This design comes from an exercise in tuning for small area, a short achievable clock period and few clock cycles per item on the open sky130 flow, not from production work. RTL that was checked went through simulation tests only; none was proved equivalent to the original. Power is estimated from default activity; no workload was simulated.

==> module risc, before the edit <==
module risc (
    input         reset,
    input         clk0,
    input  [31:0] mem_datain,
    output [23:0] paddr,
    output [31:0] mem_dataout,
    output        mem_req,
    output        mem_rdwr,
    output        halted
);
reg  [23:0] ar;     
reg  [31:0] acc;
reg  [31:0] ir;     
reg         ir_nz;  
reg         e;      
reg         hlt;    
reg         chk;    
reg         c_jge, c_jne;           
reg         c_sto;                  
reg         c_mem;                  
reg  [2:0]  c_op;                   
reg         c_shr, c_shl;
localparam [2:0] OP_LDA = 3'b000, OP_COM = 3'b001, OP_AND = 3'b010, OP_OR  = 3'b011,
                 OP_XOR = 3'b100, OP_SWP = 3'b101, OP_ADD = 3'b110, OP_SUB = 3'b111;
wire        c_add = c_mem & c_op[2] & c_op[1];      
wire        c_ld  = c_mem & ~(c_op[2] & c_op[1]);   
assign paddr       = ar;
assign mem_dataout = acc;
assign mem_req     = ~hlt;
assign mem_rdwr    = ~(e & c_sto);
assign halted      = hlt;
wire [31:0] d  = mem_datain;
wire [7:0] o   = d[31:24];
wire       def = (o[7:4] == 4'h0);
wire       d_lda = def & (o[3:0] == 4'h0);
wire       d_sto = def & (o[3:0] == 4'h1);
wire       d_add = def & (o[3:0] == 4'h2);
wire       d_sub = def & (o[3:0] == 4'h3);
wire       d_jmp = def & (o[3:0] == 4'h4);
wire       d_jge = def & (o[3:0] == 4'h5);
wire       d_jne = def & (o[3:0] == 4'h6);
wire       d_stp = def & (o[3:0] == 4'h7);
wire       d_shr = def & (o[3:0] == 4'h8);
wire       d_shl = def & (o[3:0] == 4'h9);
wire       d_and = def & (o[3:0] == 4'ha);
wire       d_or  = def & (o[3:0] == 4'hb);
wire       d_xor = def & (o[3:0] == 4'hc);
wire       d_com = def & (o[3:0] == 4'hd);
wire       d_swp = def & (o[3:0] == 4'he);
wire       d_mem = d_lda | d_sto | d_add | d_sub | d_and | d_or | d_xor | d_com | d_swp;
wire       d_cj  = d_jge | d_jne;
wire [2:0] d_op = {d_xor | d_swp | d_add | d_sub,
                   d_and | d_or  | d_add | d_sub,
                   d_com | d_or  | d_swp | d_sub};
reg [3:0] k;
always @* begin
    case (c_op)
        OP_LDA:  k = 4'b1010;
        OP_COM:  k = 4'b0101;
        OP_AND:  k = 4'b1000;
        OP_OR:   k = 4'b1110;
        OP_XOR:  k = 4'b0110;
        OP_ADD:  k = 4'b0110;
        OP_SUB:  k = 4'b1001;
        default: k = 4'b1010;
    endcase
    if (~e) k = 4'b1010;
end
wire k_swp = e & (c_op == OP_SWP);
wire fcyc = ~e & ~hlt;
wire sign_n = c_ld ? ir[31] : c_shr ? 1'b0 : c_shl ? acc[30] : acc[31];
wire nz_n   = c_ld ? ir_nz : ((|acc[30:1]) | (acc[31] & ~c_shl) | (acc[0] & ~c_shr));
wire cond_n = (d_jge & ~sign_n) | (d_jne & nz_n);
wire squash = chk & ~((c_jge & ~acc[31]) | (c_jne & (|acc)));
wire [31:0] sum;
add32 adder (.a(acc), .p(ir), .ci(c_op[0]), .s(sum));
wire [31:0] acc_n =
      ({32{c_ld}}  & ir)
    | ({32{c_add}} & sum)
    | ({32{c_shr}} & {1'b0, acc[31:1]})
    | ({32{c_shl}} & {acc[30:0], 1'b0})
    | ({32{~(c_mem | c_shr | c_shl)}} & acc);
wire [23:0] ar1;
inc24 incr (.a(ar), .s(ar1));
wire [31:0] dl = (acc & d & {32{k[3]}}) | (acc & ~d & {32{k[2]}})
               | (~acc & d & {32{k[1]}}) | (~acc & ~d & {32{k[0]}});
wire [31:0] ir_n = k_swp ? {d[15:0], d[31:16]} :
                   e     ? dl : {d[31:24], ar1};
wire        jump = d_mem | d_jmp | (d_cj & (c_add | cond_n));
wire [23:0] ar_n = (e | squash) ? ir[23:0] : jump ? d[23:0] : ar1;
always @(posedge clk0) begin
    ir    <= ir_n;
    ir_nz <= |ir_n;
end
always @(posedge clk0) begin
    if (fcyc & ~squash) begin
        c_sto <= d_sto;
        c_op  <= d_op;
    end
end
always @(posedge clk0 or posedge reset) begin
    if (reset)
        acc   <= 32'h0;
    else if (fcyc)
        acc   <= acc_n;
end
always @(posedge clk0 or posedge reset) begin
    if (reset) begin
        ar    <= 24'h0;
        e     <= 1'b0;
        hlt   <= 1'b0;
        chk   <= 1'b0;
        c_jge <= 1'b0; c_jne <= 1'b0;
        c_mem <= 1'b0; c_shr <= 1'b0; c_shl <= 1'b0;
    end else if (e) begin
        ar    <= ar_n;
        e     <= 1'b0;
    end else if (squash) begin
        ar    <= ar_n;
        chk   <= 1'b0;
        c_jge <= 1'b0; c_jne <= 1'b0;
        c_mem <= 1'b0; c_shr <= 1'b0; c_shl <= 1'b0;
    end else if (~hlt) begin
        ar    <= ar_n;
        e     <= d_mem;
        hlt   <= d_stp;
        chk   <= d_cj & c_add;
        c_jge <= d_jge; c_jne <= d_jne;
        c_mem <= d_mem & ~d_sto;
        c_shr <= d_shr; c_shl <= d_shl;
    end
end
endmodule
==> flow/config.mk <==
export PLATFORM = sky130hd
export DESIGN_NAME = risc
export DESIGN_NICKNAME = risc
export VERILOG_FILES = /design/flow/design.v
export SDC_FILE = /design/flow/constraint.sdc
export NUM_CORES = 4
export LEC_CHECK = 0
export ABC_AREA = 1
export CAP_MARGIN = 20
export CORE_MARGIN = 2
export CORE_UTILIZATION = 40
export SETUP_SLACK_MARGIN = 3.5
export SLEW_MARGIN = 20
==> flow/constraint.sdc <==
create_clock -name core_clock -period 6.5 [get_ports {clk0}]
set_input_delay 1.3000 -clock core_clock [delete_from_list [all_inputs] [get_ports {clk0}]]
set_output_delay 1.3000 -clock core_clock [all_outputs]
set_load 0.01 [all_outputs]
standard.sh (not shown) runs the stock make flow with config.mk's settings and CLKGATE_MAP_FILE= SYNTH_SCRIPT=/design/flow/synth_recipe.tcl, a recipe that flattens the netlist after the stock synthesis.
==> flow/flow/run.sh <==
#!/bin/bash
# Own flow: the standard layout (standard.sh, ORFS make) with the ports
# buffered by the smallest buffer instead of the default delay buffer. The
# resizer still upsizes any port buffer that timing or slew needs.
set -euo pipefail
bash standard.sh BUFFER_PORTS_ARGS="-buffer_cell sky130_fd_sc_hd__buf_1" finish > make_finish.log 2>&1
Change:
--- a/flow/design.v
+++ b/flow/design.v
@@ -196,11 +196,10 @@
     output        halted
 );
 reg  [23:0] ar;     
 reg  [31:0] acc;
 reg  [31:0] ir;     
-reg         ir_nz;  
 reg         e;      
 reg         hlt;    
 reg         chk;    
 reg         c_jge, c_jne;           
 reg         c_sto;                  
@@ -254,11 +253,11 @@
     if (~e) k = 4'b1010;
 end
 wire k_swp = e & (c_op == OP_SWP);
 wire fcyc = ~e & ~hlt;
 wire sign_n = c_ld ? ir[31] : c_shr ? 1'b0 : c_shl ? acc[30] : acc[31];
-wire nz_n   = c_ld ? ir_nz : ((|acc[30:1]) | (acc[31] & ~c_shl) | (acc[0] & ~c_shr));
+wire nz_n   = c_ld ? |ir : ((|acc[30:1]) | (acc[31] & ~c_shl) | (acc[0] & ~c_shr));
 wire cond_n = (d_jge & ~sign_n) | (d_jne & nz_n);
 wire squash = chk & ~((c_jge & ~acc[31]) | (c_jne & (|acc)));
 wire [31:0] sum;
 add32 adder (.a(acc), .p(ir), .ci(c_op[0]), .s(sum));
 wire [31:0] acc_n =
@@ -273,14 +272,12 @@
                | (~acc & d & {32{k[1]}}) | (~acc & ~d & {32{k[0]}});
 wire [31:0] ir_n = k_swp ? {d[15:0], d[31:16]} :
                    e     ? dl : {d[31:24], ar1};
 wire        jump = d_mem | d_jmp | (d_cj & (c_add | cond_n));
 wire [23:0] ar_n = (e | squash) ? ir[23:0] : jump ? d[23:0] : ar1;
-always @(posedge clk0) begin
-    ir    <= ir_n;
-    ir_nz <= |ir_n;
-end
+always @(posedge clk0)
+    ir <= ir_n;
 always @(posedge clk0) begin
     if (fcyc & ~squash) begin
         c_sto <= d_sto;
         c_op  <= d_op;
     end
The new run finished with timing, DRC and antenna clean.
Final cell count is lower by 7.0%.
Power is higher by 17%.
Sequential cell count is lower by 1.
Combinational power is higher by 52%.
Wire length is higher by 6.4%.
Via count is lower by 0.83%.
Core utilization is about the same.
First-iteration DRC count is higher by 62%.
Worst hold slack improved by 5.1 ps.
Clock-buffer cell count is lower by 4.
Testbench counts after the change, summed over its fixed seeds: cycles 64,424, instructions 36,867.
The RTL of the first run of this note was laid out without a check of its function.

[separate check: timing with driven ports]
No port has a modelled driver above. Below, the same layouts with a new extraction and two added sets of constraints. Step 1: set_driving_cell puts a clkbuf_16 on clk0 and a buf_2 on each other input, an assumption about the parent block. Step 2 times the ports against the registers' clock, not the clock port: input delays grow and output delays shrink by t, the midpoint of the rising clock arrivals with the driver on. Slacks: ideal ports / drivers / drivers and shift; pairs: ideal ports / drivers.
run | t, ns | setup WS [ns] | pins driven straight from the clock port
the first run | 0.406 | 3.564 / 3.564 / 3.261 | 1
the second run | 0.409 | 3.509 / 3.509 / 3.187 | 1
After both steps every run listed still meets setup and hold. The setup slack of the second run, which loses most, moves by 0.000 ns with the drivers and by -0.322 ns with both steps.
